Context: an optimization exercise on an open-source flow, tuned for small area, a short achievable clock period and few clock cycles per item. The choices shown serve that exercise and are no tape-out recipe. Power figures rest on the tool's default switching activity, not on a simulated workload.

## run 1
==> module Cache, before the edit <==
module Cache (
    input wire clk,
    input wire rst_n,
    input wire enable,
    input wire [31:0] address,
    output reg [31:0] data_out,
    output reg data_out_ready,
    input wire [31:0] data_in,
    input wire [3:0] write_enable,
    output reg busy,
    output reg br_cmd,
    output reg br_cmd_en,
    output wire [20:0] br_addr,
    output wire [63:0] br_wr_data,
    output wire [7:0] br_data_mask,
    input wire [63:0] br_rd_data,
    input wire br_rd_data_valid
);
  localparam COMMAND_DELAY_INTERVAL = 4'd13;
  reg [63:0] s0, s1, s2, s3;   
  reg [3:0] ph;   
  reg [15:0] tag;   
  reg valid;   
  reg dirty;   
  reg fill;   
  reg ack;   
  reg [7:0] wsel;   
  reg [3:0] cmd_cnt;   
  reg cmd_wait;   
  wire [15:0] a_tag = address[20:5];
  wire [1:0] a_beat = address[4:3];
  wire is_wr = |write_enable;
  wire req = enable && !ack;
  wire tag_eq = tag == a_tag;
  wire tag_hit = valid && tag_eq;
  wire [3:0] ph1 = {ph[2:0], ph[3]};   
  wire [3:0] ph2 = {ph[1:0], ph[3:2]};   
  wire beat_ok = is_wr ? ph2[a_beat] : ph1[a_beat];
  wire next_ok = !fill || br_rd_data_valid;
  wire last_beat = fill && br_rd_data_valid && ph[2];
  wire [63:0] ring_in = fill ? br_rd_data : s0;
  wire [63:0] s3_d;
  generate
    for (genvar b = 0; b < 8; b++) begin : merge
      assign s3_d[b*8+:8] = wsel[b] ? data_in[(b%4)*8+:8] : ring_in[b*8+:8];
    end
  endgenerate
  wire miss = req && !tag_hit && !fill && !cmd_wait;
  wire wb_go = miss && valid && dirty && ph[3];
  wire rd_go = miss && !(valid && dirty);
  wire ack_d = req && (valid || fill) && tag_eq && next_ok && beat_ok;
  always_ff @(posedge clk) begin
    s0 <= s1;
    s1 <= s2;
    s2 <= s3;
    s3 <= s3_d;
    data_out <= address[2] ? s3_d[63:32] : s3_d[31:0];
    br_cmd <= wb_go;
    if (rd_go) tag <= a_tag;
    if (rd_go) ph <= 4'b1000;
    else if (next_ok) ph <= ph1;
  end
  always_ff @(posedge clk, negedge rst_n) begin
    if (!rst_n) begin
      valid <= 0;
      dirty <= 0;
      fill <= 0;
      ack <= 0;
      wsel <= 0;
      data_out_ready <= 0;
      busy <= 1;
      br_cmd_en <= 0;
      cmd_cnt <= 0;
      cmd_wait <= 0;
    end else begin
      br_cmd_en <= wb_go || rd_go;
      if (wb_go || rd_go) begin
        cmd_cnt <= COMMAND_DELAY_INTERVAL;
        cmd_wait <= 1;
      end else if (cmd_wait) begin
        cmd_cnt <= cmd_cnt - 4'd1;
        cmd_wait <= cmd_cnt != 4'd1;
      end
      if (wb_go) dirty <= 0;
      if (ack && is_wr) dirty <= 1;
      if (rd_go) begin
        valid <= 0;
        fill <= 1;
      end
      if (last_beat) begin
        fill <= 0;
        valid <= 1;
      end
      ack <= ack_d;
      data_out_ready <= ack_d && !is_wr;
      busy <= !(ack_d && is_wr);
      for (int b = 0; b < 8; b++) wsel[b] <= ack_d && write_enable[b%4] && (address[2] == (b / 4));
    end
  end
  assign br_addr = {tag, 5'b0};
  assign br_wr_data = s3;
  assign br_data_mask = 8'b0;
endmodule
==> flow/config.mk <==
export PLATFORM = sky130hd
export DESIGN_NAME = Cache
export DESIGN_NICKNAME = Cache
export VERILOG_FILES = /design/flow/design.v
export SDC_FILE = /design/flow/constraint.sdc
export NUM_CORES = 4
export LEC_CHECK = 0
export CAP_MARGIN = 20
export CORE_MARGIN = 2
export CORE_UTILIZATION = 40
export CTS_CLUSTER_DIAMETER = 60
export CTS_CLUSTER_SIZE = 30
export SLEW_MARGIN = 20
==> flow/constraint.sdc <==
create_clock -name core_clock -period 10.0 [get_ports {clk}]
set_input_delay 2.0000 -clock core_clock [delete_from_list [all_inputs] [get_ports {clk}]]
set_output_delay 2.0000 -clock core_clock [all_outputs]
set_load 0.01 [all_outputs]
standard.sh (not shown) runs the stock make flow with config.mk's settings and CLKGATE_MAP_FILE= SYNTH_SCRIPT=/design/flow/synth_recipe.tcl, a recipe that flattens the netlist after the stock synthesis.
==> flow/flow/run.sh <==
#!/bin/bash
# Standard layout, with plain buffers (instead of the default delay buffers) on the ports
# and the given repair targets.
set -euo pipefail
export BUFFER_PORTS_ARGS="-buffer_cell sky130_fd_sc_hd__buf_1"
bash standard.sh  finish > standard_flow.log 2>&1
#### Input delta (run 2 over run 1)
--- a/flow/design.v
+++ b/flow/design.v
@@ -42,75 +42,68 @@
     output wire [7:0] br_data_mask,
     input wire [63:0] br_rd_data,
     input wire br_rd_data_valid
 );
   localparam COMMAND_DELAY_INTERVAL = 4'd13;
   reg [63:0] s0, s1, s2, s3;   
-  reg [3:0] ph;   
+  reg [1:0] pos;   
   reg [15:0] tag;   
   reg valid;   
   reg dirty;   
   reg fill;   
   reg ack;   
   reg [7:0] wsel;   
   reg [3:0] cmd_cnt;   
-  reg cmd_wait;   
   wire [15:0] a_tag = address[20:5];
   wire [1:0] a_beat = address[4:3];
   wire is_wr = |write_enable;
   wire req = enable && !ack;
-  wire tag_eq = tag == a_tag;
-  wire tag_hit = valid && tag_eq;
-  wire [3:0] ph1 = {ph[2:0], ph[3]};   
-  wire [3:0] ph2 = {ph[1:0], ph[3:2]};   
-  wire beat_ok = is_wr ? ph2[a_beat] : ph1[a_beat];
+  wire tag_hit = valid && tag == a_tag;
+  wire [1:0] next_s3 = pos + 2'd1;
+  wire [1:0] next_in = pos + 2'd2;
   wire next_ok = !fill || br_rd_data_valid;
-  wire last_beat = fill && br_rd_data_valid && ph[2];
+  wire last_beat = fill && br_rd_data_valid && pos == 2'd2;
   wire [63:0] ring_in = fill ? br_rd_data : s0;
   wire [63:0] s3_d;
   generate
     for (genvar b = 0; b < 8; b++) begin : merge
       assign s3_d[b*8+:8] = wsel[b] ? data_in[(b%4)*8+:8] : ring_in[b*8+:8];
     end
   endgenerate
-  wire miss = req && !tag_hit && !fill && !cmd_wait;
-  wire wb_go = miss && valid && dirty && ph[3];
-  wire rd_go = miss && !(valid && dirty);
-  wire ack_d = req && (valid || fill) && tag_eq && next_ok && beat_ok;
+  wire wb_go = req && !tag_hit && valid && dirty && !fill && cmd_cnt == 0 && pos == 2'd3;
+  wire rd_go = req && !tag_hit && !(valid && dirty) && !fill && cmd_cnt == 0;
   always_ff @(posedge clk) begin
     s0 <= s1;
     s1 <= s2;
     s2 <= s3;
     s3 <= s3_d;
-    data_out <= address[2] ? s3_d[63:32] : s3_d[31:0];
+    data_out <= address[2] ? ring_in[63:32] : ring_in[31:0];
     br_cmd <= wb_go;
+  end
+  always_ff @(posedge clk) begin
     if (rd_go) tag <= a_tag;
-    if (rd_go) ph <= 4'b1000;
-    else if (next_ok) ph <= ph1;
+    if (rd_go) pos <= 2'd3;
+    else if (!fill || br_rd_data_valid) pos <= pos + 2'd1;
   end
+  wire ack_d = req && (valid || fill) && tag == a_tag && next_ok &&
+      (is_wr ? next_in : next_s3) == a_beat;
   always_ff @(posedge clk, negedge rst_n) begin
     if (!rst_n) begin
       valid <= 0;
       dirty <= 0;
       fill <= 0;
       ack <= 0;
       wsel <= 0;
       data_out_ready <= 0;
       busy <= 1;
       br_cmd_en <= 0;
       cmd_cnt <= 0;
-      cmd_wait <= 0;
     end else begin
       br_cmd_en <= wb_go || rd_go;
-      if (wb_go || rd_go) begin
-        cmd_cnt <= COMMAND_DELAY_INTERVAL;
-        cmd_wait <= 1;
-      end else if (cmd_wait) begin
-        cmd_cnt <= cmd_cnt - 4'd1;
-        cmd_wait <= cmd_cnt != 4'd1;
-      end
+      if (wb_go || rd_go) cmd_cnt <= COMMAND_DELAY_INTERVAL;
+      else if (cmd_cnt != 0) cmd_cnt <= cmd_cnt - 4'd1;
       if (wb_go) dirty <= 0;
       if (ack && is_wr) dirty <= 1;
       if (rd_go) begin
         valid <= 0;
         fill <= 1;
       end
### Flow results
- Compared with run 1, run 2 shows a lower worst reg-to-reg setup slack.
- Run 2 against run 1: flip-flop and latch count after synthesis fell 3; pin count of the biggest net entering global routing rose 20; cell area rose about 1.2%; share of the core filled with cells in the final layout fell 0.87 points; clock network fraction of total power fell 2.4 points.
- In the tables for run 1 and run 2, synthesized-area fraction occupied by adder cells reads lower with run 1.
- [run 2 vs run 1] synthesized cell count: lower in run 2
- Taking run 1 as the reference point, the met2 demand-to-capacity share in global routing of run 2 falls by 1.6 points.
- Run 2 | stages: all done | timing, DRC, antenna: all pass
No functional check of the RTL was part of any run of this note.

-- separate check: timing with driven ports --
The flow's constraints put no driver on any port. The routed layouts listed below were extracted and timed again, unchanged, in two steps.
Step 1: set_driving_cell puts a clkbuf_16 on clk and a buf_2 on each other input, an assumption about the parent block.
Step 2 adds t to the input delays and takes it off the output delays; t is the mean of the earliest and latest rising clock arrival at the registers after step 1. Input paths then give back, and output paths get back, about the clock's delay inside the block.
Slacks: ideal / step 1 / step 2; pairs: ideal / step 1.
| run | t, ns | slack for setup (ns) | cell pins on the clock port's net |
|---|---|---|---|
| run 1 | 0.556 | 6.457 / 6.477 / 5.921 | 1 |
| run 2 | 0.557 | 6.602 / 6.624 / 6.066 | 1 |
After both steps every run listed still meets setup and hold.
